This is an optimization exercise on Yosys and OpenROAD, whose aim is small area, a short achievable clock period and few clock cycles per item, not a production implementation.
In this exercise RTL edits were held to simulation tests only and were not proved equivalent to the original.
No activity file was given, so power comes from the tool's default toggle rates.

[design/flow/config.mk]
export PLATFORM = sky130hd
export DESIGN_NAME = trading_core
export DESIGN_NICKNAME = trading_core
export VERILOG_FILES = /design/flow/design.v
export SDC_FILE = /design/flow/constraint.sdc
export NUM_CORES = 4
export LEC_CHECK = 0
export CAP_MARGIN = 20
export CORE_MARGIN = 2
export CORE_UTILIZATION = 55
export PLACE_DENSITY = 0.65
export SETUP_SLACK_MARGIN = 5
export SLEW_MARGIN = 20
export TNS_END_PERCENT = 10
[design/flow/constraint.sdc]
create_clock -name core_clock -period 8.0 [get_ports {clk}]
set_input_delay 1.6000 -clock core_clock [delete_from_list [all_inputs] [get_ports {clk}]]
set_output_delay 1.6000 -clock core_clock [all_outputs]
set_load 0.01 [all_outputs]
[design/flow/design.v]
`timescale 1ns / 1ps
module order_matching_engine(
    input CLK,
    input RESET,
    input packet_ready,
    input [31:0] payload_data,
    output order_ready,
    output reg trade_valid,
    output reg [7:0] trade_price,
    output reg [7:0] trade_qty,
    output reg [7:0] buy_id,
    output reg [7:0] sell_id,
    output reg [7:0] mul_price,      
    output reg [7:0] mul_qty         
);
localparam N = 16;
function le8(input [7:0] a, input [7:0] b);
    integer j;
    reg r;
    begin
        r = 1'b1;
        for (j = 0; j < 8; j = j + 1)
            r = (~a[j] & b[j]) | (~a[j] & r) | (b[j] & r);
        le8 = r;
    end
endfunction
function [8:0] add8(input [7:0] a, input [7:0] b, input cin);
    integer i, d;
    reg [7:0] g, p, gg, pp;
    begin
        g = a & b;
        p = a ^ b;
        gg = g;
        pp = p;
        gg[0] = g[0] | (p[0] & cin);
        for (d = 1; d < 8; d = d * 2)
            for (i = 7; i >= d; i = i - 1) begin
                gg[i] = gg[i] | (pp[i] & gg[i-d]);
                pp[i] = pp[i] & pp[i-d];
            end
        add8 = {gg[7], p ^ {gg[6:0], cin}};
    end
endfunction
function [N-1:0] lowest(input [N-1:0] v);
    integer i, d;
    reg [N-1:0] pre;            
    begin
        pre = v;
        for (d = 1; d < N; d = d * 2)
            for (i = N - 1; i >= d; i = i - 1)
                pre[i] = pre[i] | pre[i-d];
        lowest = v & ~{pre[N-2:0], 1'b0};
    end
endfunction
integer k;
reg ready_r;
assign order_ready = ready_r;
reg       i_v;
reg       i_cancel, i_side;
reg [7:0] i_p, i_q, i_id;
reg       o_v;
reg       o_cancel, o_side;
reg [7:0] o_p, o_q, o_id;
reg [N-1:0] pre_hit;      
reg [N-1:0] pre_qlt;      
reg         fwd_hit;      
reg         fwd_rel;      
reg         o_srch;       
reg [8:0]   q_sum;        
reg         q_lt_prev;    
reg [N-1:0] bv, av;
reg [7:0] bp [0:N-1];
reg [7:0] bq [0:N-1];
reg [7:0] bi [0:N-1];
reg [7:0] ap [0:N-1];
reg [7:0] aq [0:N-1];
reg [7:0] ai [0:N-1];
reg [3:0] ins_p;
reg [N-1:0] lw_ins;       
reg [N-1:0] pw_oh;        
reg         pw_side;
reg         pw_ins;       
reg [7:0]   pw_oq;        
reg [7:0]   pw_sel;       
reg [N-1:0] lw_wq;
reg         lw_wq_side;
reg [7:0]   lw_q;
always @(posedge CLK) begin
    if (RESET) begin
        ready_r <= 1'b0;
        i_v     <= 1'b0;
        o_v     <= 1'b0;
    end else begin
        ready_r <= 1'b1;
        i_v     <= packet_ready & ready_r;
        o_v     <= i_v;
    end
end
always @(posedge CLK) begin
    i_cancel <= payload_data[31];
    i_side   <= payload_data[24];
    i_p      <= payload_data[23:16];
    i_q      <= payload_data[15:8];
    i_id     <= payload_data[7:0];
end
reg [N-1:0] a_hit, a_qlt;
always @* begin
    for (k = 0; k < N; k = k + 1) begin
        if (i_cancel)
            a_hit[k] = i_side ? (ai[k] == i_id) : (bi[k] == i_id);
        else
            a_hit[k] = i_side ? le8(i_p, bp[k]) : le8(ap[k], i_p);
        a_qlt[k] = i_side ? ~le8(bq[k], i_q) : ~le8(aq[k], i_q);
    end
end
wire a_srch = i_cancel ? i_side : ~i_side;
wire a_fwd = i_cancel ? (o_id == i_id) : (i_side ? le8(i_p, o_p) : le8(o_p, i_p));
always @(posedge CLK) begin
    o_cancel <= i_cancel;
    o_side   <= i_side;
    o_p      <= i_p;
    o_q      <= i_q;
    o_id     <= i_id;
    pre_hit  <= a_hit;
    pre_qlt  <= a_qlt;
    fwd_hit  <= a_fwd;
    fwd_rel  <= o_side == a_srch;
    o_srch   <= a_srch;
    q_sum    <= {1'b0, i_q} + {1'b0, o_q};
    q_lt_prev <= ~le8(o_q, i_q);
end
wire [N-1:0] fwd_on = lw_ins & {N{fwd_rel}};
wire [N-1:0] hit_c = (pre_hit & ~fwd_on) | (fwd_on & {N{fwd_hit}});
wire [N-1:0] hit   = hit_c & (o_srch ? av : bv);
wire [N-1:0] first = lowest(hit);
wire any_hit = |hit;
wire [8:0] pw_dif = add8(pw_sel, ~pw_oq, 1'b1);
wire [7:0] pw_val = pw_ins ? pw_oq : pw_dif[7:0];
wire q_fwd1 = pw_ins ? q_lt_prev : (q_sum < {1'b0, pw_sel});
wire q_fwd2 = ~le8(lw_q, o_q);
wire [N-1:0] e1 = (pw_side == ~o_side) ? pw_oh : {N{1'b0}};
wire [N-1:0] e2 = (lw_wq_side == ~o_side) ? lw_wq : {N{1'b0}};
wire [N-1:0] qlt = (pre_qlt & ~e1 & ~e2) | (e1 & {N{q_fwd1}}) | (e2 & ~e1 & {N{q_fwd2}});
wire [N-1:0] fb = first & {N{o_side}};
wire [N-1:0] fa = first & {N{~o_side}};
reg [7:0] sel_q;
always @* begin
    sel_q = 8'd0;
    for (k = 0; k < N; k = k + 1)
        sel_q = sel_q | ({8{fb[k]}} & bq[k]) | ({8{fa[k]}} & aq[k]);
end
wire       part  = |(first & qlt);           
wire       same1 = |(first & e1);            
wire [7:0] sel_qe = same1 ? pw_val : sel_q;
wire [N-1:0] own_v = o_side ? av : bv;
wire [N-1:0] emp   = ~own_v;
wire [N-1:0] hmask = {N{1'b1}} << ins_p;
wire [N-1:0] emp_hi = emp & hmask;
wire [N-1:0] ins_oh = (|emp_hi) ? lowest(emp_hi) : lowest(emp);
wire any_emp = |emp;
reg  [3:0] ins_nx;
always @* begin
    ins_nx = 4'd0;
    for (k = 0; k < N; k = k + 1)
        if (ins_oh[k]) ins_nx = ins_nx | (k[3:0] + 4'd1);
end
wire do_match  = o_v & ~o_cancel & any_hit;
wire do_cancel = o_v &  o_cancel & any_hit;
wire do_insert = o_v & ~o_cancel & ~any_hit & any_emp;
wire [N-1:0] clr   = first & ~(qlt & {N{~o_cancel}});
wire [N-1:0] clr_b = ((do_cancel & ~o_side) | (do_match &  o_side)) ? clr : {N{1'b0}};
wire [N-1:0] clr_a = ((do_cancel &  o_side) | (do_match & ~o_side)) ? clr : {N{1'b0}};
wire [N-1:0] set_o = do_insert ? ins_oh : {N{1'b0}};
wire [N-1:0] set_b = o_side ? {N{1'b0}} : set_o;
wire [N-1:0] set_a = o_side ? set_o : {N{1'b0}};
wire [N-1:0] wr_b  = o_side ? {N{1'b0}} : ins_oh;
wire [N-1:0] wr_a  = o_side ? ins_oh : {N{1'b0}};
wire [N-1:0] dec_o = do_match ? (first & qlt) : {N{1'b0}};
wire [N-1:0] wq_o  = set_o | dec_o;           
wire         wq_side = do_insert ? o_side : ~o_side;
reg book_rst;
always @(posedge CLK) book_rst <= RESET;
always @(posedge CLK) begin
    if (book_rst) begin
        bv    <= {N{1'b0}};
        av    <= {N{1'b0}};
        ins_p <= 4'd0;
    end else begin
        bv <= (bv & ~clr_b) | set_b;
        av <= (av & ~clr_a) | set_a;
        if (do_insert) ins_p <= ins_nx;
    end
end
always @(posedge CLK) begin
    lw_ins      <= ins_oh;
    pw_oh       <= wq_o;
    pw_side     <= wq_side;
    pw_ins      <= do_insert;
    pw_oq       <= o_q;
    pw_sel      <= sel_qe;
    lw_wq       <= pw_oh;
    lw_wq_side  <= pw_side;
    lw_q        <= pw_val;
end
wire [N-1:0] pw_b = pw_side ? {N{1'b0}} : pw_oh;
wire [N-1:0] pw_a = pw_side ? pw_oh : {N{1'b0}};
always @(posedge CLK) begin
    for (k = 0; k < N; k = k + 1) begin
        if (wr_b[k]) begin
            bp[k] <= o_p;
            bi[k] <= o_id;
        end
        if (pw_b[k]) bq[k] <= pw_val;
        if (wr_a[k]) begin
            ap[k] <= o_p;
            ai[k] <= o_id;
        end
        if (pw_a[k]) aq[k] <= pw_val;
    end
end
reg         tc_v;
reg [N-1:0] tc_first;
reg         tc_side, tc_part;
reg [7:0]   tc_oid;
always @(posedge CLK) begin
    if (RESET) tc_v <= 1'b0;
    else       tc_v <= do_match;
end
always @(posedge CLK) begin
    tc_first <= first;
    tc_side  <= o_side;
    tc_part  <= part;
    tc_oid   <= o_id;
end
wire [N-1:0] tb_f = tc_first & {N{tc_side}};
wire [N-1:0] ta_f = tc_first & {N{~tc_side}};
reg [7:0] sel_p, sel_id;
always @* begin
    sel_p = 8'd0; sel_id = 8'd0;
    for (k = 0; k < N; k = k + 1) begin
        sel_p  = sel_p  | ({8{tb_f[k]}} & bp[k]) | ({8{ta_f[k]}} & ap[k]);
        sel_id = sel_id | ({8{tb_f[k]}} & bi[k]) | ({8{ta_f[k]}} & ai[k]);
    end
end
always @(posedge CLK) begin
    if (RESET) trade_valid <= 1'b0;
    else       trade_valid <= tc_v;
end
always @(posedge CLK) begin
    trade_price <= sel_p;
    trade_qty   <= tc_part ? pw_oq : pw_sel;
    mul_price   <= tc_v ? sel_p : 8'd0;
    mul_qty     <= tc_v ? (tc_part ? pw_oq : pw_sel) : 8'd0;
    buy_id      <= tc_side ? sel_id : tc_oid;
    sell_id     <= tc_side ? tc_oid : sel_id;
end
endmodule
`timescale 1ns / 1ps
module risk_management(
    input CLK,
    input RESET,
    input TRADE_VALID,
    input wire [7:0] TRADE_PRICE,
    input wire [7:0] TRADE_QTY,
    input wire [7:0] BUY_ID,
    input wire [7:0] SELL_ID,
    input wire [7:0] MUL_PRICE,      
    input wire [7:0] MUL_QTY,        
    output reg TRADE_APPROVED,
    output reg [7:0] APPR_PRICE,
    output reg [7:0] APPR_QTY,
    output reg [7:0] APPR_BUY_ID,
    output reg [7:0] APPR_SELL_ID
);
    localparam MAX_POSITION = 100;
    localparam MAX_EXPOSURE = 5000;
    function [17:0] add17(input [16:0] a, input [16:0] b, input cin);
        integer i, d;
        reg [16:0] g, p, gg, pp;
        begin
            g = a & b;
            p = a ^ b;
            gg = g;
            pp = p;
            gg[0] = g[0] | (p[0] & cin);
            for (d = 1; d < 17; d = d * 2)
                for (i = 16; i >= d; i = i - 1) begin
                    gg[i] = gg[i] | (pp[i] & gg[i-d]);
                    pp[i] = pp[i] & pp[i-d];
                end
            add17 = {gg[16], p ^ {gg[15:0], cin}};
        end
    endfunction
    reg [6:0]  room_pos;    
    reg [12:0] room_exp;    
    wire csa_s0 = (MUL_QTY[0] & MUL_PRICE[6]) ^ (MUL_QTY[1] & MUL_PRICE[5]);
    wire csa_c0 = (MUL_QTY[0] & MUL_PRICE[6]) & (MUL_QTY[1] & MUL_PRICE[5]);
    wire csa_s1 = (MUL_QTY[0] & MUL_PRICE[7]) ^ (MUL_QTY[1] & MUL_PRICE[6]) ^ (MUL_QTY[2] & MUL_PRICE[5]);
    wire csa_c1 = ((MUL_QTY[0] & MUL_PRICE[7]) & (MUL_QTY[1] & MUL_PRICE[6])) | ((MUL_QTY[0] & MUL_PRICE[7]) & (MUL_QTY[2] & MUL_PRICE[5])) | ((MUL_QTY[1] & MUL_PRICE[6]) & (MUL_QTY[2] & MUL_PRICE[5]));
    wire csa_s2 = (MUL_QTY[3] & MUL_PRICE[4]) ^ (MUL_QTY[4] & MUL_PRICE[3]);
    wire csa_c2 = (MUL_QTY[3] & MUL_PRICE[4]) & (MUL_QTY[4] & MUL_PRICE[3]);
    wire csa_s3 = (MUL_QTY[1] & MUL_PRICE[7]) ^ (MUL_QTY[2] & MUL_PRICE[6]) ^ (MUL_QTY[3] & MUL_PRICE[5]);
    wire csa_c3 = ((MUL_QTY[1] & MUL_PRICE[7]) & (MUL_QTY[2] & MUL_PRICE[6])) | ((MUL_QTY[1] & MUL_PRICE[7]) & (MUL_QTY[3] & MUL_PRICE[5])) | ((MUL_QTY[2] & MUL_PRICE[6]) & (MUL_QTY[3] & MUL_PRICE[5]));
    wire csa_s4 = (MUL_QTY[4] & MUL_PRICE[4]) ^ (MUL_QTY[5] & MUL_PRICE[3]);
    wire csa_c4 = (MUL_QTY[4] & MUL_PRICE[4]) & (MUL_QTY[5] & MUL_PRICE[3]);
    wire csa_s5 = (MUL_QTY[2] & MUL_PRICE[7]) ^ (MUL_QTY[3] & MUL_PRICE[6]) ^ (MUL_QTY[4] & MUL_PRICE[5]);
    wire csa_c5 = ((MUL_QTY[2] & MUL_PRICE[7]) & (MUL_QTY[3] & MUL_PRICE[6])) | ((MUL_QTY[2] & MUL_PRICE[7]) & (MUL_QTY[4] & MUL_PRICE[5])) | ((MUL_QTY[3] & MUL_PRICE[6]) & (MUL_QTY[4] & MUL_PRICE[5]));
    wire csa_s6 = (MUL_QTY[0] & MUL_PRICE[4]) ^ (MUL_QTY[1] & MUL_PRICE[3]);
    wire csa_c6 = (MUL_QTY[0] & MUL_PRICE[4]) & (MUL_QTY[1] & MUL_PRICE[3]);
    wire csa_s7 = (MUL_QTY[0] & MUL_PRICE[5]) ^ (MUL_QTY[1] & MUL_PRICE[4]) ^ (MUL_QTY[2] & MUL_PRICE[3]);
    wire csa_c7 = ((MUL_QTY[0] & MUL_PRICE[5]) & (MUL_QTY[1] & MUL_PRICE[4])) | ((MUL_QTY[0] & MUL_PRICE[5]) & (MUL_QTY[2] & MUL_PRICE[3])) | ((MUL_QTY[1] & MUL_PRICE[4]) & (MUL_QTY[2] & MUL_PRICE[3]));
    wire csa_s8 = (MUL_QTY[3] & MUL_PRICE[2]) ^ (MUL_QTY[4] & MUL_PRICE[1]);
    wire csa_c8 = (MUL_QTY[3] & MUL_PRICE[2]) & (MUL_QTY[4] & MUL_PRICE[1]);
    wire csa_s9 = (MUL_QTY[2] & MUL_PRICE[4]) ^ (MUL_QTY[3] & MUL_PRICE[3]) ^ (MUL_QTY[4] & MUL_PRICE[2]);
    wire csa_c9 = ((MUL_QTY[2] & MUL_PRICE[4]) & (MUL_QTY[3] & MUL_PRICE[3])) | ((MUL_QTY[2] & MUL_PRICE[4]) & (MUL_QTY[4] & MUL_PRICE[2])) | ((MUL_QTY[3] & MUL_PRICE[3]) & (MUL_QTY[4] & MUL_PRICE[2]));
    wire csa_s10 = (MUL_QTY[5] & MUL_PRICE[1]) ^ (MUL_QTY[6] & MUL_PRICE[0]) ^ csa_s0;
    wire csa_c10 = ((MUL_QTY[5] & MUL_PRICE[1]) & (MUL_QTY[6] & MUL_PRICE[0])) | ((MUL_QTY[5] & MUL_PRICE[1]) & csa_s0) | ((MUL_QTY[6] & MUL_PRICE[0]) & csa_s0);
    wire csa_s11 = (MUL_QTY[5] & MUL_PRICE[2]) ^ (MUL_QTY[6] & MUL_PRICE[1]) ^ (MUL_QTY[7] & MUL_PRICE[0]);
    wire csa_c11 = ((MUL_QTY[5] & MUL_PRICE[2]) & (MUL_QTY[6] & MUL_PRICE[1])) | ((MUL_QTY[5] & MUL_PRICE[2]) & (MUL_QTY[7] & MUL_PRICE[0])) | ((MUL_QTY[6] & MUL_PRICE[1]) & (MUL_QTY[7] & MUL_PRICE[0]));
    wire csa_s12 = csa_c0 ^ csa_s1 ^ csa_s2;
    wire csa_c12 = (csa_c0 & csa_s1) | (csa_c0 & csa_s2) | (csa_s1 & csa_s2);
    wire csa_s13 = (MUL_QTY[6] & MUL_PRICE[2]) ^ (MUL_QTY[7] & MUL_PRICE[1]) ^ csa_c1;
    wire csa_c13 = ((MUL_QTY[6] & MUL_PRICE[2]) & (MUL_QTY[7] & MUL_PRICE[1])) | ((MUL_QTY[6] & MUL_PRICE[2]) & csa_c1) | ((MUL_QTY[7] & MUL_PRICE[1]) & csa_c1);
    wire csa_s14 = csa_c2 ^ csa_s3 ^ csa_s4;
    wire csa_c14 = (csa_c2 & csa_s3) | (csa_c2 & csa_s4) | (csa_s3 & csa_s4);
    wire csa_s15 = (MUL_QTY[5] & MUL_PRICE[4]) ^ (MUL_QTY[6] & MUL_PRICE[3]) ^ (MUL_QTY[7] & MUL_PRICE[2]);
    wire csa_c15 = ((MUL_QTY[5] & MUL_PRICE[4]) & (MUL_QTY[6] & MUL_PRICE[3])) | ((MUL_QTY[5] & MUL_PRICE[4]) & (MUL_QTY[7] & MUL_PRICE[2])) | ((MUL_QTY[6] & MUL_PRICE[3]) & (MUL_QTY[7] & MUL_PRICE[2]));
    wire csa_s16 = csa_c3 ^ csa_c4 ^ csa_s5;
    wire csa_c16 = (csa_c3 & csa_c4) | (csa_c3 & csa_s5) | (csa_c4 & csa_s5);
    wire csa_s17 = (MUL_QTY[3] & MUL_PRICE[7]) ^ (MUL_QTY[4] & MUL_PRICE[6]) ^ (MUL_QTY[5] & MUL_PRICE[5]);
    wire csa_c17 = ((MUL_QTY[3] & MUL_PRICE[7]) & (MUL_QTY[4] & MUL_PRICE[6])) | ((MUL_QTY[3] & MUL_PRICE[7]) & (MUL_QTY[5] & MUL_PRICE[5])) | ((MUL_QTY[4] & MUL_PRICE[6]) & (MUL_QTY[5] & MUL_PRICE[5]));
    wire csa_s18 = (MUL_QTY[6] & MUL_PRICE[4]) ^ (MUL_QTY[7] & MUL_PRICE[3]) ^ csa_c5;
    wire csa_c18 = ((MUL_QTY[6] & MUL_PRICE[4]) & (MUL_QTY[7] & MUL_PRICE[3])) | ((MUL_QTY[6] & MUL_PRICE[4]) & csa_c5) | ((MUL_QTY[7] & MUL_PRICE[3]) & csa_c5);
    wire csa_s19 = (MUL_QTY[4] & MUL_PRICE[7]) ^ (MUL_QTY[5] & MUL_PRICE[6]) ^ (MUL_QTY[6] & MUL_PRICE[5]);
    wire csa_c19 = ((MUL_QTY[4] & MUL_PRICE[7]) & (MUL_QTY[5] & MUL_PRICE[6])) | ((MUL_QTY[4] & MUL_PRICE[7]) & (MUL_QTY[6] & MUL_PRICE[5])) | ((MUL_QTY[5] & MUL_PRICE[6]) & (MUL_QTY[6] & MUL_PRICE[5]));
    wire csa_s20 = (MUL_QTY[0] & MUL_PRICE[3]) ^ (MUL_QTY[1] & MUL_PRICE[2]);
    wire csa_c20 = (MUL_QTY[0] & MUL_PRICE[3]) & (MUL_QTY[1] & MUL_PRICE[2]);
    wire csa_s21 = (MUL_QTY[2] & MUL_PRICE[2]) ^ (MUL_QTY[3] & MUL_PRICE[1]) ^ (MUL_QTY[4] & MUL_PRICE[0]);
    wire csa_c21 = ((MUL_QTY[2] & MUL_PRICE[2]) & (MUL_QTY[3] & MUL_PRICE[1])) | ((MUL_QTY[2] & MUL_PRICE[2]) & (MUL_QTY[4] & MUL_PRICE[0])) | ((MUL_QTY[3] & MUL_PRICE[1]) & (MUL_QTY[4] & MUL_PRICE[0]));
    wire csa_s22 = (MUL_QTY[5] & MUL_PRICE[0]) ^ csa_c6 ^ csa_s7;
    wire csa_c22 = ((MUL_QTY[5] & MUL_PRICE[0]) & csa_c6) | ((MUL_QTY[5] & MUL_PRICE[0]) & csa_s7) | (csa_c6 & csa_s7);
    wire csa_s23 = csa_c7 ^ csa_c8 ^ csa_s9;
    wire csa_c23 = (csa_c7 & csa_c8) | (csa_c7 & csa_s9) | (csa_c8 & csa_s9);
    wire csa_s24 = csa_c9 ^ csa_c10 ^ csa_s11;
    wire csa_c24 = (csa_c9 & csa_c10) | (csa_c9 & csa_s11) | (csa_c10 & csa_s11);
    wire csa_s25 = csa_c11 ^ csa_c12 ^ csa_s13;
    wire csa_c25 = (csa_c11 & csa_c12) | (csa_c11 & csa_s13) | (csa_c12 & csa_s13);
    wire csa_s26 = csa_c13 ^ csa_c14 ^ csa_s15;
    wire csa_c26 = (csa_c13 & csa_c14) | (csa_c13 & csa_s15) | (csa_c14 & csa_s15);
    wire csa_s27 = csa_c15 ^ csa_c16 ^ csa_s17;
    wire csa_c27 = (csa_c15 & csa_c16) | (csa_c15 & csa_s17) | (csa_c16 & csa_s17);
    wire csa_s28 = (MUL_QTY[7] & MUL_PRICE[4]) ^ csa_c17 ^ csa_c18;
    wire csa_c28 = ((MUL_QTY[7] & MUL_PRICE[4]) & csa_c17) | ((MUL_QTY[7] & MUL_PRICE[4]) & csa_c18) | (csa_c17 & csa_c18);
    wire csa_s29 = (MUL_QTY[5] & MUL_PRICE[7]) ^ (MUL_QTY[6] & MUL_PRICE[6]) ^ (MUL_QTY[7] & MUL_PRICE[5]);
    wire csa_c29 = ((MUL_QTY[5] & MUL_PRICE[7]) & (MUL_QTY[6] & MUL_PRICE[6])) | ((MUL_QTY[5] & MUL_PRICE[7]) & (MUL_QTY[7] & MUL_PRICE[5])) | ((MUL_QTY[6] & MUL_PRICE[6]) & (MUL_QTY[7] & MUL_PRICE[5]));
    wire csa_s30 = (MUL_QTY[0] & MUL_PRICE[2]) ^ (MUL_QTY[1] & MUL_PRICE[1]);
    wire csa_c30 = (MUL_QTY[0] & MUL_PRICE[2]) & (MUL_QTY[1] & MUL_PRICE[1]);
    wire csa_s31 = (MUL_QTY[2] & MUL_PRICE[1]) ^ (MUL_QTY[3] & MUL_PRICE[0]) ^ csa_s20;
    wire csa_c31 = ((MUL_QTY[2] & MUL_PRICE[1]) & (MUL_QTY[3] & MUL_PRICE[0])) | ((MUL_QTY[2] & MUL_PRICE[1]) & csa_s20) | ((MUL_QTY[3] & MUL_PRICE[0]) & csa_s20);
    wire csa_s32 = csa_s6 ^ csa_c20 ^ csa_s21;
    wire csa_c32 = (csa_s6 & csa_c20) | (csa_s6 & csa_s21) | (csa_c20 & csa_s21);
    wire csa_s33 = csa_s8 ^ csa_c21 ^ csa_s22;
    wire csa_c33 = (csa_s8 & csa_c21) | (csa_s8 & csa_s22) | (csa_c21 & csa_s22);
    wire csa_s34 = csa_s10 ^ csa_c22 ^ csa_s23;
    wire csa_c34 = (csa_s10 & csa_c22) | (csa_s10 & csa_s23) | (csa_c22 & csa_s23);
    wire csa_s35 = csa_s12 ^ csa_c23 ^ csa_s24;
    wire csa_c35 = (csa_s12 & csa_c23) | (csa_s12 & csa_s24) | (csa_c23 & csa_s24);
    wire csa_s36 = csa_s14 ^ csa_c24 ^ csa_s25;
    wire csa_c36 = (csa_s14 & csa_c24) | (csa_s14 & csa_s25) | (csa_c24 & csa_s25);
    wire csa_s37 = csa_s16 ^ csa_c25 ^ csa_s26;
    wire csa_c37 = (csa_s16 & csa_c25) | (csa_s16 & csa_s26) | (csa_c25 & csa_s26);
    wire csa_s38 = csa_s18 ^ csa_c26 ^ csa_s27;
    wire csa_c38 = (csa_s18 & csa_c26) | (csa_s18 & csa_s27) | (csa_c26 & csa_s27);
    wire csa_s39 = csa_s19 ^ csa_c27 ^ csa_s28;
    wire csa_c39 = (csa_s19 & csa_c27) | (csa_s19 & csa_s28) | (csa_c27 & csa_s28);
    wire csa_s40 = csa_c19 ^ csa_c28 ^ csa_s29;
    wire csa_c40 = (csa_c19 & csa_c28) | (csa_c19 & csa_s29) | (csa_c28 & csa_s29);
    wire csa_s41 = (MUL_QTY[6] & MUL_PRICE[7]) ^ (MUL_QTY[7] & MUL_PRICE[6]) ^ csa_c29;
    wire csa_c41 = ((MUL_QTY[6] & MUL_PRICE[7]) & (MUL_QTY[7] & MUL_PRICE[6])) | ((MUL_QTY[6] & MUL_PRICE[7]) & csa_c29) | ((MUL_QTY[7] & MUL_PRICE[6]) & csa_c29);
    wire [15:0] mul_s = {1'b0, (MUL_QTY[7] & MUL_PRICE[7]), csa_c40, csa_c39, csa_c38, csa_c37, csa_c36, csa_c35, csa_c34, csa_c33, csa_c32, csa_c31, csa_c30, (MUL_QTY[2] & MUL_PRICE[0]), (MUL_QTY[0] & MUL_PRICE[1]), (MUL_QTY[0] & MUL_PRICE[0])};
    wire [15:0] mul_c = {1'b0, csa_c41, csa_s41, csa_s40, csa_s39, csa_s38, csa_s37, csa_s36, csa_s35, csa_s34, csa_s33, csa_s32, csa_s31, csa_s30, (MUL_QTY[1] & MUL_PRICE[0]), 1'b0};
    reg        t_v;
    reg [7:0]  t_price, t_qty, t_buy, t_sell;
    reg [15:0] t_s, t_c;
    always @(posedge CLK) begin
        if (RESET) t_v <= 1'b0;
        else       t_v <= TRADE_VALID;
    end
    always @(posedge CLK) begin
        t_price <= TRADE_PRICE;
        t_qty   <= TRADE_QTY;
        t_buy   <= BUY_ID;
        t_sell  <= SELL_ID;
        t_s     <= mul_s;
        t_c     <= mul_c;
    end
    wire [16:0] x = {4'b0000, room_exp};
    wire [16:0] y = ~{1'b0, t_s};
    wire [16:0] z = ~{1'b0, t_c};
    wire [16:0] s3 = x ^ y ^ z;
    wire [16:0] c3 = (x & y) | (x & z) | (y & z);
    wire [17:0] ne = add17(s3, {c3[15:0], 1'b1}, 1'b1);
    wire [17:0] np = add17({10'd0, room_pos}, {9'h1ff, ~t_qty}, 1'b1);
    wire ok = t_v & np[17] & ~ne[16];
    reg room_rst;
    always @(posedge CLK) room_rst <= RESET;
    always @(posedge CLK) begin
        if (RESET) TRADE_APPROVED <= 1'b0;
        else       TRADE_APPROVED <= ok;
    end
    always @(posedge CLK) begin
        if (room_rst) begin
            room_pos <= MAX_POSITION;
            room_exp <= MAX_EXPOSURE;
        end else if (ok) begin
            room_pos <= np[6:0];
            room_exp <= ne[12:0];
        end
    end
    always @(posedge CLK) begin
        APPR_PRICE   <= t_price;
        APPR_QTY     <= t_qty;
        APPR_BUY_ID  <= t_buy;
        APPR_SELL_ID <= t_sell;
    end
endmodule
`timescale 1ns / 1ps
module trading_core(
    input clk,
    input rst,
    input order_valid,
    input [31:0] order_data,
    output order_ready,
    output trade_valid,
    output [7:0] trade_price,
    output [7:0] trade_qty,
    output [7:0] trade_buy_id,
    output [7:0] trade_sell_id,
    output appr_valid,
    output [7:0] appr_price,
    output [7:0] appr_qty,
    output [7:0] appr_buy_id,
    output [7:0] appr_sell_id
);
    wire [7:0] mul_price, mul_qty;
    order_matching_engine ORDER_MATCHING_ENGINE(
        .CLK(clk),
        .RESET(rst),
        .packet_ready(order_valid),
        .payload_data(order_data),
        .order_ready(order_ready),
        .trade_valid(trade_valid),
        .trade_price(trade_price),
        .trade_qty(trade_qty),
        .buy_id(trade_buy_id),
        .sell_id(trade_sell_id),
        .mul_price(mul_price),
        .mul_qty(mul_qty)
    );
    risk_management RISK (
        .CLK(clk),
        .RESET(rst),
        .TRADE_VALID(trade_valid),
        .TRADE_PRICE(trade_price),
        .TRADE_QTY(trade_qty),
        .BUY_ID(trade_buy_id),
        .SELL_ID(trade_sell_id),
        .MUL_PRICE(mul_price),
        .MUL_QTY(mul_qty),
        .TRADE_APPROVED(appr_valid),
        .APPR_PRICE(appr_price),
        .APPR_QTY(appr_qty),
        .APPR_BUY_ID(appr_buy_id),
        .APPR_SELL_ID(appr_sell_id)
    );
endmodule
[design/flow/run.sh]
#!/bin/bash
# synth_recipe.tcl (not shown) runs the flow's synth.tcl, then flattens the netlist and writes it again
# the make line also repeats each setting of config.mk as NAME=value (left out here)
make -C /OpenROAD-flow-scripts/flow DESIGN_CONFIG=/design/flow/config.mk WORK_HOME=/design/flow/orfs CLKGATE_MAP_FILE= SYNTH_SCRIPT=/design/flow/synth_recipe.tcl finish
==> key figures, run 1 <==
Floorplanning
  • Die area: 99,800 um^2
  • Starting Density: 55.4%
  • Die X: 316 um
  • Total core area: 96,600 um^2
  • Rows: 114
  • Die height: 316 um
  • I/O pin cnt: 102

Clocking
  • H-Tree Depth: 3
  • TritonCTS clock tree: yes
  • Clk buf depth: 3
  • Clk Latency, worst-skew pair: 0.75 ns
  • CTS root buffer: clkbuf_16
  • Num CTS Buffers: 119
  • Clock slew at reported path FFs: 0.07 ns
  • TritonCTS Sinks: 1,171

STA
  • Min Tclk post-route: 3.53 ns
  • Fin crit share: 44.1%
  • Achievable Freq: 283 MHz
  • Setup TNS: 0 ns
  • Skew final: 0.0556 ns
  • Hold Vio Cnt, Final: 0
  • RSZ-0062 raised after global routing: true
  • Setup violators final: 0
  • Slew HR: 18.6%
  • Final Max Slew Viols: 0
  • Least-Margin Pin Slew: 1.22 ns

Route
  • Number of remaining DRC errors: 0
  • Drt first pass iters: 9
  • WL per Instance: 28.6 um
  • Detail Route Antenna Nets: 0
  • Starting DRT DRC Count: 5,192
  • Via count: 39,200
  • Via density: 6.59
  • DRT Wirelength: 170,000 um

Placement
  • Area of placed instances: 56,100 um^2
  • IO Port Bufs: 95
  • Gpl congestion: 0.908
  • DPL Wire Length: 106,000 um

Final layout
  • Design area: 62,600 um^2
  • Final net count: 4,707
  • Area Growth Syn to Fin: 17.0%
  • Layout cell share with drive strength beyond 1: 15.2%
  • Final core utilization: 64.9%

Yosys
  • Synth area leader: edfxtp_1
  • Register area share after synthesis: 58.2%
  • Yosys reg bits: 1,171
  • FFs w/ async S/R, synth: 0%
  • Top-area cell type share of the netlist area: 43.1%
  • Cells after Synth: 4,379
  • Syn nets: 4,526
  • Ys flop type: edfxtp_1
  • Yosys warns: 8
  • Synthesized area: 53,500 um^2
  • Syn_area_per_cell: 12.2 um^2
  • EDFF count, synth: 768
  • Top cells by count, synth: 768 x edfxtp_1, 403 x dfxtp_1, 250 x mux2i_1
  • Post-synth cell types: 86
  • Largest cells by area after synthesis: edfxtp_1 43%, dfxtp_1 15%, mux2i_1 4.7%
  • Cell with the most instances after synthesis: edfxtp_1

Setup path
  • Delay-heaviest family, CP: simple AND/OR/NAND/NOR gates
  • Critical Path End Type: register
  • CP Cell Sequence: buf_12 -> mux2i_4 -> a311oi_4 -> nor4_4 -> nand4_1 -> or3b_4 -> or4_4 -> or4b_4 -> nor3_4 -> a221oi_1
  • Kind of critical path: reg -> reg
  • Max stage delay cell, worst path: or4_4
  • Worst R2R Start: ORDER_MATCHING_ENGINE.o_srch$_DFF_P_
  • RR Endpoint: ORDER_MATCHING_ENGINE.ins_p[0]$_SDFFE_PP0P_
  • Crit Path Max Fanout: 8
  • Max incr delay on CP: 0.57 ns
  • Worst path bufs/invs: 1
  • Critical Path Source: ORDER_MATCHING_ENGINE.o_srch$_DFF_P_
  • Worst-case reg-to-reg path depth: 10
  • CP Data Arrival Time: 4.08 ns
  • Critical path capture point: ORDER_MATCHING_ENGINE.ins_p[0]$_SDFFE_PP0P_
  • Worst Path Required: 8.56 ns
  • Stages on worst setup path: 10
  • Setup crit start kind: register
  • Worst R2R Setup Slack: 4.47 ns

GRT
  • Congestion Overflow GR: 0
  • All-Layer GR Usage: 33.1%
  • Largest net degree at the start of global routing: 133
  • Initial antenna violation count: 6
  • Vias in the first global route: 37,200
  • First-pass GRT wire length: 243,000 um

Worst hold path
  • HP Class: reg -> reg

Pwr
  • VDD IR max: 0.168 mV
  • Leak: 22.1 nW
  • PD cells: 213 nW/um^2

Outcome
  • Status: complete, no violations

Job
  • Max-Cap Viols: 0
per-layer routing:
metal	up-vias	wire length (um)	global-route usage, %
met2	2341	75900	51.2
met5	-	40	0
met4	6	7370	12.6
li1	17100	-	-
met1	19300	66900	45.2
met3	464	19600	8.19
metrics by stage:
stage	setup WS (ns)	std cells	total power, mW	hold slack [ns]
finish	4.47	5940	13.4	0.321
global placement	2.94	5590	7.60	0.310
floorplan	4.74	4379	7.26	0.310
detailed placement	2.92	5591	7.60	0.312
global route	4.45	5938	13.7	0.328
CTS	4.54	5878	13.3	0.325
sequential cells by signal, summed over array words and instances (netlist names), 128 cells and up:
| name | cells |
|---|---|
| ORDER_MATCHING_ENGINE.bp | 128 |
| ORDER_MATCHING_ENGINE.ap | 128 |
| ORDER_MATCHING_ENGINE.bq | 128 |
| ORDER_MATCHING_ENGINE.bi | 128 |
| ORDER_MATCHING_ENGINE.ai | 128 |
| ORDER_MATCHING_ENGINE.aq | 128 |
power breakdown:
part	leakage (nW)	switching [mW]	internal, mW	total (mW)
Combinational	9.88	0.606	0.370	0.976
Clock	2.00	2.44	3.31	5.75
Sequential	10.3	0.0799	6.55	6.63
worst reg2reg max path, delay by kind of cell (launching register included):
| family | cells | cell delay, ns |
|---|---|---|
| simple gates | 6 | 2.42 |
| compound gates | 2 | 0.17 |
| buf+inv | 1 | 0.16 |
| mux | 1 | 0.27 |
| flops | 1 | 0.34 |
placed cells by master (no fill, tap or decap), types with 20 or more instances in the layout:
cell type,netlist,final
a21o_1,35,35
a21oi_1,214,209
a221o_1,20,20
a221oi_1,77,74
a222oi_1,62,62
a22o_1,22,22
a22oi_1,160,157
and2_1,123,108
buf_12,0,27
buf_4,4,161
buf_6,3,20
clkbuf_16,0,135
clkdlybuf4s50_1,0,95
clkinv_2,0,26
dfxtp_1,403,367
dfxtp_2,0,30
edfxtp_1,768,768
fa_1,50,50
ha_1,62,60
inv_1,207,204
maj3_1,182,148
maj3_2,0,34
mux2_2,53,46
mux2i_1,250,244
nand2_1,195,190
nand2b_1,26,25
nand3_1,106,103
nand4_1,34,34
nor2_1,140,127
nor2b_1,49,46
nor3_1,47,32
nor4_1,40,37
o211ai_1,23,23
o21a_1,27,25
o21ai_0,153,135
o221ai_1,54,51
o22ai_1,75,70
o2bb2ai_1,36,36
xnor2_1,145,145
timing repair:
item	4_1_cts	5_1_grt
gates resized for setup	105	177
cloned	7	9
endpoints found under the setup margin	700	716
hold buffers	0	0
pin swaps	27	70
setup buffers	57	51
worst min-delay path by stage:
stage	startpoint	end	slack [ns]	depth (start not counted)
floorplan	RISK.t_buy[0]$_DFF_P_	RISK.APPR_BUY_ID[0]$_DFF_P_	0.31	0
finish	RISK.t_sell[7]$_DFF_P_	RISK.APPR_SELL_ID[7]$_DFF_P_	0.32	0
global route	RISK.t_sell[7]$_DFF_P_	RISK.APPR_SELL_ID[7]$_DFF_P_	0.33	0
detailed placement	RISK.t_buy[3]$_DFF_P_	RISK.APPR_BUY_ID[3]$_DFF_P_	0.31	0
CTS	RISK.t_sell[7]$_DFF_P_	RISK.APPR_SELL_ID[7]$_DFF_P_	0.33	0
global placement	RISK.t_buy[0]$_DFF_P_	RISK.APPR_BUY_ID[0]$_DFF_P_	0.31	0
cell type report:
class                      count  area (um^2)
tap                         1276         1600
sequential                  1171        31200
clock buffer                 159         3470
inverter                     218          840
antenna                        2         5.00
clock inverter                64          606
multi-input combinational   2725        21400
fill                        7229        33900
timing repair buffer         325         3500
cell families after synthesis:
group | after synthesis | synth area share [%]
adder cells (fa/ha/maj) | 294 | 6.73
multiplexers | 303 | 5.79
XOR/XNOR | 167 | 2.73
buffers and inverters | 484 | 3.49
flip-flops | 1171 | 58.2
AO/OA/AOI/OAI | 1151 | 15.4
AND/OR/NAND/NOR | 809 | 7.69
Testbench counts, summed over its fixed seeds: cycles 3,212, orders 3,200.
==> inputs of run 2 (changes only) <==
--- a/design/flow/design.v
+++ b/design/flow/design.v
@@ -17,9 +17,27 @@
 function le8(input [7:0] a, input [7:0] b);
-    integer j;
-    reg r;
+    integer i, w;
+    reg [7:0] lt, le;
     begin
-        r = 1'b1;
-        for (j = 0; j < 8; j = j + 1)
-            r = (~a[j] & b[j]) | (~a[j] & r) | (b[j] & r);
-        le8 = r;
+        lt = ~a & b;
+        le = ~a | b;
+        for (w = 1; w < 8; w = w * 2)
+            for (i = 0; i < 8; i = i + 2 * w) begin
+                lt[i] = lt[i+w] | (le[i+w] & lt[i]);
+                le[i] = lt[i+w] | (le[i+w] & le[i]);
+            end
+        le8 = le[0];
+    end
+endfunction
+function lt9(input [8:0] a, input [8:0] b);
+    reg [7:0] lo_lt, lo_le;
+    integer i, w;
+    begin
+        lo_lt = ~a[7:0] & b[7:0];
+        lo_le = ~a[7:0] | b[7:0];
+        for (w = 1; w < 8; w = w * 2)
+            for (i = 0; i < 8; i = i + 2 * w) begin
+                lo_lt[i] = lo_lt[i+w] | (lo_le[i+w] & lo_lt[i]);
+                lo_le[i] = lo_lt[i+w] | (lo_le[i+w] & lo_le[i]);
+            end
+        lt9 = (~a[8] & b[8]) | ((~a[8] | b[8]) & lo_lt[0]);
     end
@@ -138,3 +156,3 @@
 wire [7:0] pw_val = pw_ins ? pw_oq : pw_dif[7:0];
-wire q_fwd1 = pw_ins ? q_lt_prev : (q_sum < {1'b0, pw_sel});
+wire q_fwd1 = pw_ins ? q_lt_prev : lt9(q_sum, {1'b0, pw_sel});
 wire q_fwd2 = ~le8(lw_q, o_q);
@@ -180,6 +198,4 @@
 wire         wq_side = do_insert ? o_side : ~o_side;
-reg book_rst;
-always @(posedge CLK) book_rst <= RESET;
 always @(posedge CLK) begin
-    if (book_rst) begin
+    if (RESET) begin
         bv    <= {N{1'b0}};
@@ -396,23 +412,33 @@
     end
-    wire [16:0] x = {4'b0000, room_exp};
-    wire [16:0] y = ~{1'b0, t_s};
-    wire [16:0] z = ~{1'b0, t_c};
-    wire [16:0] s3 = x ^ y ^ z;
-    wire [16:0] c3 = (x & y) | (x & z) | (y & z);
-    wire [17:0] ne = add17(s3, {c3[15:0], 1'b1}, 1'b1);
-    wire [17:0] np = add17({10'd0, room_pos}, {9'h1ff, ~t_qty}, 1'b1);
-    wire ok = t_v & np[17] & ~ne[16];
-    reg room_rst;
-    always @(posedge CLK) room_rst <= RESET;
+    wire [15:0] prod = t_s + t_c;
+    reg        u_v;
+    reg [7:0]  u_price, u_qty, u_buy, u_sell;
+    reg [12:0] u_prod;
+    reg        u_big;
     always @(posedge CLK) begin
-        if (RESET) TRADE_APPROVED <= 1'b0;
-        else       TRADE_APPROVED <= ok;
+        if (RESET) u_v <= 1'b0;
+        else       u_v <= t_v;
     end
     always @(posedge CLK) begin
-        if (room_rst) begin
-            room_pos <= MAX_POSITION;
-            room_exp <= MAX_EXPOSURE;
-        end else if (ok) begin
-            room_pos <= np[6:0];
-            room_exp <= ne[12:0];
+        u_price <= t_price;
+        u_qty   <= t_qty;
+        u_buy   <= t_buy;
+        u_sell  <= t_sell;
+        u_prod  <= prod[12:0];
+        u_big   <= |prod[15:13];
+    end
+    wire [17:0] ne = add17({4'b0000, room_exp}, ~{4'b0000, u_prod}, 1'b1);
+    wire [17:0] np = add17({10'd0, room_pos}, {9'h1ff, ~u_qty}, 1'b1);
+    wire ok = u_v & np[17] & ne[17] & ~u_big;
+    always @(posedge CLK) begin
+        if (RESET) begin
+            room_pos       <= MAX_POSITION;
+            room_exp       <= MAX_EXPOSURE;
+            TRADE_APPROVED <= 1'b0;
+        end else begin
+            TRADE_APPROVED <= ok;
+            if (ok) begin
+                room_pos <= np[6:0];
+                room_exp <= ne[12:0];
+            end
         end
@@ -420,6 +446,6 @@
     always @(posedge CLK) begin
-        APPR_PRICE   <= t_price;
-        APPR_QTY     <= t_qty;
-        APPR_BUY_ID  <= t_buy;
-        APPR_SELL_ID <= t_sell;
+        APPR_PRICE   <= u_price;
+        APPR_QTY     <= u_qty;
+        APPR_BUY_ID  <= u_buy;
+        APPR_SELL_ID <= u_sell;
     end
==> run 2 against run 1 <==
Synthesized cell count grew 2.9%. Clock power grew 11%. Die area grew 2.1%. Register-to-register slack gained 0.07 ns. Final cell count grew 2.5%. Core utilization grew 0.19 points. Sequential power grew 4.5%. Critical endpoint is now ORDER_MATCHING_ENGINE.av[11]$_SDFF_PP0_.
==> key figures, run 2 <==
Route
  • Detail Route Antenna Nets: 0
  • Drt first pass iters: 8
  • Number of remaining DRC errors: 0
  • DRT Wirelength: 176,000 um
  • Starting DRT DRC Count: 5,568
  • WL per Instance: 28.9 um
  • Via density: 6.53
  • Via count: 39,800

GRT
  • Vias in the first global route: 38,000
  • Congestion Overflow GR: 0
  • Largest net degree at the start of global routing: 86
  • Initial antenna violation count: 3
  • All-Layer GR Usage: 33.7%
  • First-pass GRT wire length: 253,000 um

Final layout
  • Design area: 64,000 um^2
  • Final net count: 4,844
  • Most common cell after layout, fill and taps aside: edfxtp_1
  • Layout cell share with drive strength beyond 1: 15.1%
  • Area Growth Syn to Fin: 17.2%
  • Final core utilization: 65.0%
  • ANT cells: 0
  • Most frequent cells in the layout: 768 x edfxtp_1, 433 x dfxtp_1, 281 x a21oi_1
  • # fillers: 7,509

Setup path
  • Worst Path Required: 8.66 ns
  • Crit Path Max Fanout: 6
  • Setup crit start kind: register
  • CP Data Arrival Time: 4.12 ns
  • Critical Path End Type: register
  • Worst-case reg-to-reg path depth: 14
  • Kind of critical path: reg -> reg

Yosys
  • Synth area leader: edfxtp_1
  • Syn nets: 4,654
  • Synthesized area: 54,600 um^2
  • Post-synth cell types: 87
  • Largest cells by area after synthesis: edfxtp_1 42%, dfxtp_1 16%, mux2i_1 5.1%
  • Top-area cell type share of the netlist area: 42.2%
  • Yosys reg bits: 1,217
  • Ys flop type: edfxtp_1
  • Register area share after synthesis: 58.7%
  • Cells after Synth: 4,508
  • Cell with the most instances after synthesis: edfxtp_1
  • Yosys warns: 8
  • EDFF count, synth: 768
  • Top cells by count, synth: 768 x edfxtp_1, 449 x dfxtp_1, 302 x a21oi_1
  • FFs w/ async S/R, synth: 0%
  • Syn_area_per_cell: 12.1 um^2

STA
  • Setup violators final: 0
  • RSZ-0062 raised after global routing: true
  • Final Max Slew Viols: 0
  • Slew HR: 23.1%
  • Fin crit share: 43.2%
  • Skew final: 0.0369 ns
  • Least-Margin Pin Slew: 1.15 ns
  • Hold Vio Cnt, Final: 0
  • Setup TNS: 0 ns
  • Min Tclk post-route: 3.46 ns
  • Achievable Freq: 289 MHz

Clocking
  • Clk Latency, worst-skew pair: 0.76 ns
  • Clk buf depth: 3
  • Clock slew at reported path FFs: 0.06 ns
  • CTS root buffer: clkbuf_16
  • Hold_buf cts: 0
  • TritonCTS Sinks: 1,217
  • H-Tree Depth: 4
  • Num CTS Buffers: 131
  • TritonCTS clock tree: yes

Pwr
  • VDD IR max: 0.201 mV
  • Leak: 23.0 nW
  • Internal power: 11.0 mW
  • NetSw: 3.30 mW
  • Clk network pwr share: 44.3%
  • Sequential Power Share: 48.3%
  • Gate power share: 7.4%
  • PD cells: 224 nW/um^2
  • Sw frac: 23.0%

Floorplanning
  • Die area: 102,000 um^2
  • Die height: 319 um
  • Starting Density: 55.5%
  • I/O pin cnt: 102
  • Rows: 115
  • Total core area: 98,400 um^2
  • Die X: 319 um

Outcome
  • Status: complete, no violations

Placement
  • Area of placed instances: 57,200 um^2
  • DPL Wire Length: 110,000 um
  • IO Port Bufs: 95
  • Gpl congestion: 0.935

Worst hold path
  • Worst hold stages: 0
  • HP Class: reg -> reg

Job
  • Max-Cap Viols: 0
## run 2: changes by cell type in the layout (fill, tap and decap cells not counted), sizes merged, moves of 28 or more
cell / before / now
nor2: 142 / 219
a222oi: 62 / 34
inv: 220 / 175
o2bb2ai: 36 / 4
mux2i: 250 / 278
maj3: 182 / 234
dfxtp: 403 / 449
a21oi: 215 / 302
o221ai: 54 / 15
a22oi: 160 / 127
## run 2: cells by family after synthesis
logic type      share of synthesized area [%]
simple gates                             8.40
xor+xnor                                 2.77
buf+inv                                  3.07
flops                                    58.7
mux                                      6.17
fa+ha+maj                                7.38
compound gates                           13.5
## run 2: metrics by stage
stage          setup WS (ns)  instances  total power, mW  hold WS [ns]
3_5_place_dp            2.76       5742             8.00         0.312
2_1_floorplan           4.76       4508             7.60         0.310
6_report                4.54       6091             14.3         0.322
3_3_place_gp            2.76       5742             7.99         0.310
5_1_grt                 4.46       6091             14.7         0.328
4_1_cts                 4.54       6061             14.3         0.323
## run 2: final timing paths
path	startpoint	to	slack (ns)
setup reg to reg	ORDER_MATCHING_ENGINE.o_srch$_DFF_P_	ORDER_MATCHING_ENGINE.av[11]$_SDFF_PP0_	4.54
hold reg to reg	RISK.t_buy[1]$_DFF_P_	RISK.u_buy[1]$_DFF_P_	0.32
setup / recovery	ORDER_MATCHING_ENGINE.o_srch$_DFF_P_	ORDER_MATCHING_ENGINE.av[11]$_SDFF_PP0_	4.54
hold / removal	RISK.t_buy[1]$_DFF_P_	RISK.u_buy[1]$_DFF_P_	0.32
## run 2: final cells by class
cell class | instances | area (um^2) | area share [%]
Timing Repair Buffer | 307 | 3100 | 4.85
Timing Repair inverter | 3 | 22.5 | 0.0352
Inverter | 174 | 692 | 1.08
Clock buffer | 181 | 3770 | 5.90
Sequential cell | 1217 | 32100 | 50.1
Tap cell | 1287 | 1610 | 2.52
Multi-Input combinational cell | 2864 | 22000 | 34.3
Clock inverter | 58 | 756 | 1.18
## run 2: per-layer routing
layer | share of wire (%) | vias to the layer above | global-route usage, %
met2 | 44 | 2437 | 50.3
met3 | 12 | 461 | 7.39
met4 | 4.5 | 0 | 14.4
met5 | 0 | - | 0
li1 | - | 17400 | -
met1 | 40 | 19500 | 47.5
## run 2: power groups by stage
stage | combinational [mW] | sequential, mW | clock (mW)
6_report | 1.06 | 6.93 | 6.36
5_1_grt | 1.11 | 6.94 | 6.67
4_1_cts | 0.990 | 6.93 | 6.41
3_5_place_dp | 0.930 | 7.07 | 0
3_3_place_gp | 0.922 | 7.06 | 0
2_1_floorplan | 0.553 | 7.04 | 0
## run 2: what timing repair did
item                       in CTS  in global routing
cloned                          6                  5
resized for setup             155                163
setup endpoints to repair     740                717
buffers inserted               74                 24
pin swaps                      35                 57
## run 2: worst max-delay path: stages (launching register included)
cell	delay [ns]
dfxtp_4	0.38
buf_12	0.11
buf_16	0.12
buf_4	0.17
mux2i_1	0.32
a311oi_1	0.12
nor2_1	0.22
nand4_4	0.13
or4b_4	0.54
or4b_4	0.62
buf_12	0.17
nor2_8	0.11
buf_6	0.15
a21oi_2	0.05
nor3_1	0.17
Testbench counts of run 2, summed over its fixed seeds: cycles 3,212, orders 3,200.

## re-timing with driven ports
How much do the figures lean on ideal ports? The routed layouts below were timed once more, with nothing changed but the port constraints. Step 1 sets driving cells, clkbuf_16 on the clock port and buf_2 on the other inputs (assumed; they add their load-dependent delay and slew). Step 2 moves the port delays by t, midway between the first and last clock arrival at a register: inputs arrive t later, outputs are due t later. That takes back most of the time a late clock gives input paths. Three values: no drivers, after step 1, after step 2; two values: the first two.
run	shift t [ns]	setup WS [ns]	hold slack, ns	latest minus earliest clock arrival (ns)	worst data-port slew with drivers (ns)
run 1	0.786	4.473 / 4.473 / 4.473	0.321 / 0.321 / 0.321	0.057 / 0.057	0.05
run 2	0.815	4.543 / 4.543 / 4.543	0.322 / 0.322 / 0.322	0.039 / 0.038	0.08
After both steps setup and hold are still met in every run listed.
